This is an optimization exercise on Yosys and OpenROAD, whose aim is small area, not a production implementation. The RTL was checked by simulation tests, not by an equivalence proof against the original design.

==> job 6024 <==
==> flow/design.v <==
module CHIP #(                                                                                  
    parameter BIT_W = 32                                                                        
)(                                                                                              
        input               i_clk,                                                              
        input               i_rst_n,                                                            
        input  [BIT_W-1:0]  i_IMEM_data,                                                        
        output [BIT_W-1:0]  o_IMEM_addr,                                                        
        output              o_IMEM_cen,                                                         
        input               i_DMEM_stall,                                                       
        input  [BIT_W-1:0]  i_DMEM_rdata,                                                       
        output              o_DMEM_cen,                                                         
        output              o_DMEM_wen,                                                         
        output [BIT_W-1:0]  o_DMEM_addr,                                                        
        output [BIT_W-1:0]  o_DMEM_wdata,                                                       
        output              o_finish,                                                           
        input               i_cache_finish,                                                     
        output              o_proc_finish                                                       
);                                                                                              
    localparam [3:0] S_INIT  = 4'd0,   
                     S_F0    = 4'd1,   
                     S_F1    = 4'd2,
                     S_F2    = 4'd3,
                     S_MREQ  = 4'd4,   
                     S_MWAIT = 4'd5,
                     S_MDONE = 4'd6,
                     S_WB    = 4'd7,   
                     S_IT    = 4'd8;   
    reg  [2:0]  ph;                    
    reg  [3:0]  fs;                    
    wire        ph0  = (ph == 3'd0);
    wire        ph7  = (ph == 3'd7);
    wire        init = (fs == S_INIT);
    wire [31:0] ins = i_IMEM_data;     
    wire d_ecall = ins[6] & ins[4];
    wire d_br    = ins[6] & ~ins[4] & ~ins[2];
    wire d_jal   = ins[3];
    wire d_jalr  = ins[6] & ~ins[3] & ins[2];
    wire d_auipc = ~ins[6] & ins[2];
    wire d_op    = ~ins[6] & ins[5] & ins[4];
    wire d_opimm = ~ins[6] & ~ins[5] & ins[4] & ~ins[2];
    wire d_load  = ~ins[6] & ~ins[5] & ~ins[4];
    wire d_store = ~ins[6] & ins[5] & ~ins[4];
    wire i_sb = ins[5] & ~ins[2];              
    wire i_u  = ins[4] & ins[2];               
    wire i_uj = ins[2] & (ins[4] | ins[3]);    
    wire i_b  = i_sb & ins[6];
    wire [31:0] imm;
    assign imm[0]     = ~i_u & (i_sb ? ins[7] & ~ins[6] : ins[20] & ~ins[3]);
    assign imm[3:1]   = i_u ? 3'd0 : i_sb ? ins[10:8] : ins[23:21];
    assign imm[4]     = ~i_u & (i_sb ? ins[11] : ins[24]);
    assign imm[10:5]  = i_u ? 6'd0 : ins[30:25];
    assign imm[11]    = ~i_u & (i_b ? ins[7] : ins[3] ? ins[20] : ins[31]);
    assign imm[12]    = i_uj ? ins[12] : ins[31];
    assign imm[19:13] = i_uj ? ins[19:13] : {7{ins[31] & ~i_b}};
    assign imm[31:20] = {12{i_uj ? ins[19] : ins[31] & ~i_b}};
    wire [3:0] immd = imm[ph*4 +: 4];
    reg  [31:0] pc;                    
    reg  [31:0] ar;                    
    reg  [31:0] dr;                    
    reg  [2:0]  off;                   
    reg         c, ic, c2, z, t, mbit, mnext;
    reg  [4:0]  cnt;
    reg  [1:0]  xsel;                  
    reg  [2:0]  ysel;                  
    reg         sub, lop, rdwe, wdinc, pcinc, pcR, cin_t, slti_t, br_t, mcap, cnt_ld, cnt_dec, cap;
    reg  [3:0]  fs_n;
    wire [4:0]  ridx = ((fs == S_F0) & (d_op | d_br | d_store)) ? ins[24:20] : ins[19:15];
    wire [127:0] bots;
    reg  [3:0]  A;
    integer k;
    always @(*) begin
        A = 4'd0;
        for (k = 1; k < 32; k = k + 1) A = A | (bots[k*4 +: 4] & {4{ridx == k}});
    end
    wire [3:0]  P = pc[3:0];
    wire [3:0]  dtap = dr[off*4 +: 4];
    wire [3:0]  accL = {ar[2:0], c2 & ~ph0};
    wire [3:0]  accR = {ar[4] & ~ph7, ar[3:1]};
    wire [3:0]  X = (xsel == 2'd1) ? A : (xsel == 2'd2) ? P : 4'd0;
    reg  [3:0]  Yr;
    always @(*) begin
        case (ysel)
            3'd1:    Yr = immd;
            3'd2:    Yr = dtap;
            3'd3:    Yr = accL;
            3'd4:    Yr = accR;
            default: Yr = 4'd0;
        endcase
    end
    wire        cin = ph0 ? (sub | (cin_t & t)) : c;
    wire [4:0]  sum = X + (Yr ^ {4{sub}}) + cin;
    wire [3:0]  R = lop ? (ins[12] ? (X & Yr) : (X ^ Yr)) : sum[3:0];
    wire        zc = (ph0 | z) & (sum[3:0] == 4'd0);
    wire [4:0]  incs = P + (ph0 ? 4'd4 : {3'd0, ic});
    wire [3:0]  wdv = wdinc ? incs[3:0] : R;
    wire [4:0]  cntm1 = cnt - 5'd1;
    always @(*) begin
        xsel = 2'd0; ysel = 3'd0; sub = 1'b0; lop = 1'b0; rdwe = 1'b0; wdinc = 1'b0;
        pcinc = 1'b0; pcR = 1'b0; cin_t = 1'b0; slti_t = 1'b0; br_t = 1'b0; mcap = 1'b0;
        cnt_ld = 1'b0; cnt_dec = 1'b0; cap = 1'b0;
        fs_n = fs;
        case (fs)
            S_INIT: if (ph7) fs_n = S_F0;
            S_F0: begin
                if (d_opimm) begin
                    if (ins[12]) begin                        
                        xsel = ins[24] ? 2'd0 : 2'd1;
                        if (ins[24] | ~|ins[23:20]) begin rdwe = 1'b1; pcinc = 1'b1; end
                        else begin cnt_ld = 1'b1; if (ph7) fs_n = S_IT; end
                    end else if (ins[13]) begin               
                        xsel = 2'd1; ysel = 3'd1; sub = 1'b1; slti_t = 1'b1;
                        if (ph7) fs_n = S_F1;
                    end else begin                            
                        xsel = 2'd1; ysel = 3'd1; rdwe = 1'b1; pcinc = 1'b1;
                    end
                end else if (d_load) begin
                    xsel = 2'd1; ysel = 3'd1; pcinc = 1'b1;
                    if (ph7) fs_n = S_MREQ;
                end else if (d_store | d_br) begin
                    if (ph7) fs_n = S_F1;
                end else if (d_op) begin
                    if (ins[25]) begin                        
                        mcap = ph7; cnt_ld = 1'b1;
                        if (ph7) fs_n = S_IT;
                    end else if (ph7) fs_n = S_F1;
                end else if (d_jal) begin
                    xsel = 2'd2; ysel = 3'd1; pcR = 1'b1; rdwe = 1'b1; wdinc = 1'b1;
                end else if (d_jalr) begin
                    xsel = 2'd1; rdwe = 1'b1;
                    if (ph7) fs_n = S_F1;
                end else if (d_auipc) begin
                    xsel = 2'd2; ysel = 3'd1; rdwe = 1'b1; pcinc = 1'b1;
                end
            end
            S_F1: begin
                if (d_opimm) begin                            
                    cin_t = 1'b1; rdwe = 1'b1; pcinc = 1'b1;
                    if (ph7) fs_n = S_F0;
                end else if (d_store) begin
                    xsel = 2'd1; ysel = 3'd1; pcinc = 1'b1;
                    if (ph7) fs_n = S_MREQ;
                end else if (d_op) begin
                    xsel = 2'd1; ysel = 3'd2; sub = ins[30]; lop = ins[14]; rdwe = 1'b1; pcinc = 1'b1;
                    if (ph7) fs_n = S_F0;
                end else if (d_br) begin
                    xsel = 2'd1; ysel = 3'd2; sub = 1'b1; br_t = 1'b1;
                    if (ph7) fs_n = S_F2;
                end else begin                                
                    xsel = 2'd1; ysel = 3'd1; pcR = 1'b1;
                    if (ph7) fs_n = S_F0;
                end
            end
            S_F2: begin                                       
                xsel = 2'd2; ysel = 3'd1;
                if (t) pcR = 1'b1; else pcinc = 1'b1;
                if (ph7) fs_n = S_F0;
            end
            S_MREQ, S_MWAIT: begin
                if (!i_DMEM_stall) begin
                    cap = 1'b1;
                    fs_n = ph7 ? (d_load ? S_WB : S_F0) : S_MDONE;
                end else fs_n = S_MWAIT;
            end
            S_MDONE: if (ph7) fs_n = d_load ? S_WB : S_F0;
            S_WB: begin
                ysel = 3'd2; rdwe = 1'b1;
                if (ph7) fs_n = S_F0;
            end
            S_IT: begin
                if (d_op) begin                               
                    xsel = mbit ? 2'd1 : 2'd0; ysel = 3'd3;
                    mcap = (ph == cntm1[4:2]);
                end else begin                                
                    ysel = ins[14] ? 3'd4 : 3'd3;
                end
                if (cnt == 5'd0) begin
                    rdwe = 1'b1; pcinc = 1'b1;
                    if (ph7) fs_n = S_F0;
                end else cnt_dec = ph7;
            end
            default: fs_n = S_INIT;
        endcase
    end
    wire [3:0] x2d = ph0 ? 4'h0 : ph7 ? 4'hb : 4'hf;
    wire [3:0] x3d = (ph == 3'd3) ? 4'h8 : ph7 ? 4'h1 : 4'h0;
    wire [3:0] pcd = {3'b0, ph == 3'd4};
    assign bots[3:0] = 4'd0;
    genvar g;
    generate
        for (g = 1; g < 32; g = g + 1) begin : RF
            reg  [31:0] q;
            wire we = init | (rdwe & (ins[11:7] == g));
            wire [3:0] d = init ? ((g == 2) ? x2d : (g == 3) ? x3d : 4'd0) : wdv;
            always @(posedge i_clk) q <= {we ? d : q[3:0], q[31:4]};
            assign bots[g*4 +: 4] = q[3:0];
        end
    endgenerate
    wire       mcsrc = (fs == S_F0) ? A[3] : dtap[cntm1[1:0]];
    wire       mnew  = mcap ? mcsrc : mnext;
    always @(posedge i_clk) begin
        pc    <= {init ? pcd : pcR ? R : pcinc ? incs[3:0] : P, pc[31:4]};
        ar    <= {R, ar[31:4]};
        dr    <= cap ? i_DMEM_rdata : {(fs == S_F0) ? A : dr[3:0], dr[31:4]};
        off   <= cap ? ph + 3'd1 : (fs == S_F0) ? 3'd0 : off;
        c     <= sum[4];
        ic    <= incs[4];
        c2    <= ar[3];
        z     <= zc;
        if (ph7 & slti_t) t <= (X[3] ^ Yr[3]) ? X[3] : sum[3];
        if (ph7 & br_t)   t <= (ins[14] ? sum[3] : zc) ^ ins[12];
        mnext <= mnew;
        if (ph7) mbit <= mnew;
        if (cnt_ld)       cnt <= d_op ? 5'd31 : {1'b0, ins[23:20]} - 5'd1;
        else if (cnt_dec) cnt <= cntm1;
    end
    always @(posedge i_clk or negedge i_rst_n) begin
        if (!i_rst_n) begin
            ph <= 3'd0;
            fs <= S_INIT;
        end else begin
            ph <= ph + 3'd1;
            fs <= fs_n;
        end
    end
    assign o_IMEM_addr   = pc;
    assign o_IMEM_cen    = (fs == S_F0) & ph0;
    assign o_DMEM_cen    = (fs == S_MREQ);
    assign o_DMEM_wen    = d_store;
    assign o_DMEM_addr   = ar;
    assign o_DMEM_wdata  = dr;
    assign o_proc_finish = (fs == S_F0) & d_ecall;
    assign o_finish      = i_cache_finish;
endmodule
==> flow/flow/run.sh <==
#!/bin/bash
# The standard ORFS layout (standard.sh), with three changes:
#  - ABC maps for area only (a copy of ORFS's scripts with its own abc_area.script);
#  - CTS without dummy loads, clkbuf_4 buffers and bounded sink clusters;
#  - buf_1 cells as the port buffers.
# make's full output goes to flow_make.log; each tool's log is under orfs/logs/.
set -euo pipefail
rm -rf scripts_local
cp -r "$FLOW_HOME/scripts" scripts_local
printf '%s\n' '&get -n' '&st' '&dch' '&nf -R 1000' '&put' topo 'stime -c' 'buffer -c' 'upsize -c' 'dnsize -c' > scripts_local/abc_area.script
export SCRIPTS_DIR="$PWD/scripts_local"
export CTS_ARGS="-sink_clustering_enable -repair_clock_nets -dont_use_dummy_load -buf_list sky130_fd_sc_hd__clkbuf_4 -sink_clustering_size 10 -sink_clustering_max_diameter 50"
export BUFFER_PORTS_ARGS="-buffer_cell sky130_fd_sc_hd__buf_1"
bash standard.sh > flow_make.log 2>&1
==> flow/standard.sh <==
#!/bin/bash
# synth_recipe.tcl (not shown) runs the flow's synth.tcl, then flattens the netlist and writes it again
# the make line also repeats each setting of config.mk as NAME=value (left out here)
make -C /OpenROAD-flow-scripts/flow DESIGN_CONFIG=/design/flow/config.mk WORK_HOME=/design/flow/orfs CLKGATE_MAP_FILE= SYNTH_SCRIPT=/design/flow/synth_recipe.tcl "${@:-finish}"
==> flow/config.mk <==
export PLATFORM = sky130hd
export DESIGN_NAME = CHIP
export DESIGN_NICKNAME = CHIP
export VERILOG_FILES = /design/flow/design.v
export SDC_FILE = /design/flow/constraint.sdc
export NUM_CORES = 4
export LEC_CHECK = 0
export ABC_AREA = 1
export CAP_MARGIN = 20
export CORE_MARGIN = 2
export CORE_UTILIZATION = 30
export SLEW_MARGIN = 20
==> flow/constraint.sdc <==
create_clock -name core_clock -period 20.0 [get_ports {i_clk}]
set_input_delay 4.0000 -clock core_clock [delete_from_list [all_inputs] [get_ports {i_clk}]]
set_output_delay 4.0000 -clock core_clock [all_outputs]
set_load 0.01 [all_outputs]
==> job 8136 (differences from job 6024) <==
--- a/flow/design.v
+++ b/flow/design.v
@@ -40,19 +40,14 @@
     wire d_opimm = ~ins[6] & ~ins[5] & ins[4] & ~ins[2];
     wire d_load  = ~ins[6] & ~ins[5] & ~ins[4];
     wire d_store = ~ins[6] & ins[5] & ~ins[4];
-    wire i_sb = ins[5] & ~ins[2];              
-    wire i_u  = ins[4] & ins[2];               
-    wire i_uj = ins[2] & (ins[4] | ins[3]);    
-    wire i_b  = i_sb & ins[6];
-    wire [31:0] imm;
-    assign imm[0]     = ~i_u & (i_sb ? ins[7] & ~ins[6] : ins[20] & ~ins[3]);
-    assign imm[3:1]   = i_u ? 3'd0 : i_sb ? ins[10:8] : ins[23:21];
-    assign imm[4]     = ~i_u & (i_sb ? ins[11] : ins[24]);
-    assign imm[10:5]  = i_u ? 6'd0 : ins[30:25];
-    assign imm[11]    = ~i_u & (i_b ? ins[7] : ins[3] ? ins[20] : ins[31]);
-    assign imm[12]    = i_uj ? ins[12] : ins[31];
-    assign imm[19:13] = i_uj ? ins[19:13] : {7{ins[31] & ~i_b}};
-    assign imm[31:20] = {12{i_uj ? ins[19] : ins[31] & ~i_b}};
+    reg  [31:0] imm;
+    always @(*) begin
+        if (d_store)      imm = {{20{ins[31]}}, ins[31:25], ins[11:7]};
+        else if (d_br)    imm = {19'b0, ins[31], ins[7], ins[30:25], ins[11:8], 1'b0};
+        else if (d_auipc) imm = {{12{ins[19]}}, ins[19:12], 12'b0};
+        else if (d_jal)   imm = {{12{ins[19]}}, ins[19:12], ins[20], ins[30:21], 1'b0};
+        else              imm = {{20{ins[31]}}, ins[31:20]};
+    end
     wire [3:0] immd = imm[ph*4 +: 4];
     reg  [31:0] pc;                    
     reg  [31:0] ar;                    
@@ -66,12 +61,7 @@
     reg  [3:0]  fs_n;
     wire [4:0]  ridx = ((fs == S_F0) & (d_op | d_br | d_store)) ? ins[24:20] : ins[19:15];
     wire [127:0] bots;
-    reg  [3:0]  A;
-    integer k;
-    always @(*) begin
-        A = 4'd0;
-        for (k = 1; k < 32; k = k + 1) A = A | (bots[k*4 +: 4] & {4{ridx == k}});
-    end
+    wire [3:0]  A = bots[ridx*4 +: 4];
     wire [3:0]  P = pc[3:0];
     wire [3:0]  dtap = dr[off*4 +: 4];
     wire [3:0]  accL = {ar[2:0], c2 & ~ph0};
==> flow/run.sh (new file) <==
#!/bin/bash
# synth_recipe.tcl (not shown) runs the flow's synth.tcl, then flattens the netlist and writes it again
# the make line also repeats each setting of config.mk as NAME=value (left out here)
make -C /OpenROAD-flow-scripts/flow DESIGN_CONFIG=/design/flow/config.mk WORK_HOME=/design/flow/orfs CLKGATE_MAP_FILE= SYNTH_SCRIPT=/design/flow/synth_recipe.tcl finish
Settings changed: ABC_AREA 1 to not set, CTS_BUF_LIST set to sky130_fd_sc_hd__clkbuf_4.
removed: flow/flow/run.sh
removed: flow/standard.sh
==> job 5122 (differences from job 6024) <==
--- a/flow/design.v
+++ b/flow/design.v
@@ -40,19 +40,14 @@
     wire d_opimm = ~ins[6] & ~ins[5] & ins[4] & ~ins[2];
     wire d_load  = ~ins[6] & ~ins[5] & ~ins[4];
     wire d_store = ~ins[6] & ins[5] & ~ins[4];
-    wire i_sb = ins[5] & ~ins[2];              
-    wire i_u  = ins[4] & ins[2];               
-    wire i_uj = ins[2] & (ins[4] | ins[3]);    
-    wire i_b  = i_sb & ins[6];
-    wire [31:0] imm;
-    assign imm[0]     = ~i_u & (i_sb ? ins[7] & ~ins[6] : ins[20] & ~ins[3]);
-    assign imm[3:1]   = i_u ? 3'd0 : i_sb ? ins[10:8] : ins[23:21];
-    assign imm[4]     = ~i_u & (i_sb ? ins[11] : ins[24]);
-    assign imm[10:5]  = i_u ? 6'd0 : ins[30:25];
-    assign imm[11]    = ~i_u & (i_b ? ins[7] : ins[3] ? ins[20] : ins[31]);
-    assign imm[12]    = i_uj ? ins[12] : ins[31];
-    assign imm[19:13] = i_uj ? ins[19:13] : {7{ins[31] & ~i_b}};
-    assign imm[31:20] = {12{i_uj ? ins[19] : ins[31] & ~i_b}};
+    reg  [31:0] imm;
+    always @(*) begin
+        if (d_store)      imm = {{20{ins[31]}}, ins[31:25], ins[11:7]};
+        else if (d_br)    imm = {19'b0, ins[31], ins[7], ins[30:25], ins[11:8], 1'b0};
+        else if (d_auipc) imm = {{12{ins[19]}}, ins[19:12], 12'b0};
+        else if (d_jal)   imm = {{12{ins[19]}}, ins[19:12], ins[20], ins[30:21], 1'b0};
+        else              imm = {{20{ins[31]}}, ins[31:20]};
+    end
     wire [3:0] immd = imm[ph*4 +: 4];
     reg  [31:0] pc;                    
     reg  [31:0] ar;                    
@@ -66,12 +61,7 @@
     reg  [3:0]  fs_n;
     wire [4:0]  ridx = ((fs == S_F0) & (d_op | d_br | d_store)) ? ins[24:20] : ins[19:15];
     wire [127:0] bots;
-    reg  [3:0]  A;
-    integer k;
-    always @(*) begin
-        A = 4'd0;
-        for (k = 1; k < 32; k = k + 1) A = A | (bots[k*4 +: 4] & {4{ridx == k}});
-    end
+    wire [3:0]  A = bots[ridx*4 +: 4];
     wire [3:0]  P = pc[3:0];
     wire [3:0]  dtap = dr[off*4 +: 4];
     wire [3:0]  accL = {ar[2:0], c2 & ~ph0};
==> flow/flow/run.sh (replaced) <==
#!/bin/bash
# Standard ORFS layout with: CTS without dummy loads, small clock buffers with
# bounded sink clusters, and buf_1 cells as the port buffers.
set -euo pipefail
export CTS_ARGS="-sink_clustering_enable -repair_clock_nets -dont_use_dummy_load -buf_list sky130_fd_sc_hd__clkbuf_4 -sink_clustering_size 12 -sink_clustering_max_diameter 40"
export BUFFER_PORTS_ARGS="-buffer_cell sky130_fd_sc_hd__buf_1"
bash standard.sh > flow_make.log 2>&1
Settings changed: ABC_AREA 1 to not set, CORE_UTILIZATION 30 to 60, PLACE_DENSITY set to 0.7.
==> impl_metrics.ini <==
[timing]
max_freq_mhz = 103

[die]
dieArea_sq_mm = 0.0498

[grt]
grt_first_pass_wirelength_um = 87800

[final_layout]
multiInputGateArea_sq_mm = 0.00612
finalNonFillerCells = 2942
multi_input_area_share = 0.198
final_cell_mix = 1,093 x dfxtp_1, 268 x nand2_1, 164 x buf_1

[routing]
vias = 15400

[status]
run_status = finished clean
(the above is from job 5122)
==> impl_metrics.ini <==
[clocking]
clk_latency_ns = 1.07

[final_layout]
multiInputGateArea_sq_mm = 0.00611
multi_input_area_share = 0.173
final_cell_mix = 1,093 x dfxtp_1, 402 x clkbuf_4, 268 x nand2_1

[status]
run_status = finished clean

[grt]
grt_first_pass_wirelength_um = 93500

[routing]
vias = 16500

[die]
dieArea_sq_mm = 0.0986
(the above is from job 8136)
==> impl_metrics.ini <==
[status]
run_status = finished clean

[pwr]
power.internal_w = 0.00337
combPwrFrac = 0.157

[final_layout]
final_cell_mix = 1,093 x dfxtp_1, 262 x nand2_1, 164 x buf_1
regArea_sq_mm = 0.0224
multiInputGateArea_sq_mm = 0.00496

[routing]
vias = 14800
drc = 0

[timing]
max_freq_mhz = 84.5

[grt]
grt_first_pass_wirelength_um = 80400
(the above is from job 6024)

-- port drivers added, routing unchanged --
How much do the figures lean on ideal ports? The routed layouts below were timed once more, with nothing changed but the port constraints.
Step 1, drivers: a clkbuf_16 drives i_clk and a buf_2 each remaining input, both assumed.
Step 2 moves the port delays by t, midway between the first and last clock arrival at a register: inputs arrive t later, outputs are due t later. That takes back most of the time a late clock gives input paths.
Three values: ideal, step 1, step 2; two values: the first two.
run | t (ns) | setup slack, ns | hold WS [ns] | worst setup path at the end | slew at the worst register clock pin (ns)
job 6024 | 0.969 | 8.170 / 8.198 / 7.229 | 0.281 / 0.281 / 0.281 | input to register | 0.11 / 0.11
job 8136 | 1.081 | 9.488 / 9.452 / 8.685 | 0.274 / 0.274 / 0.274 | input to register | 0.07 / 0.07
job 5122 | 0.874 | 10.323 / 10.350 / 9.476 | 0.263 / 0.263 / 0.263 | input to register | 0.12 / 0.12
After both steps every run listed still meets setup and hold. For job 6024, which loses most, drivers alone change the setup slack by +0.028 ns; drivers and shift together by -0.941 ns.
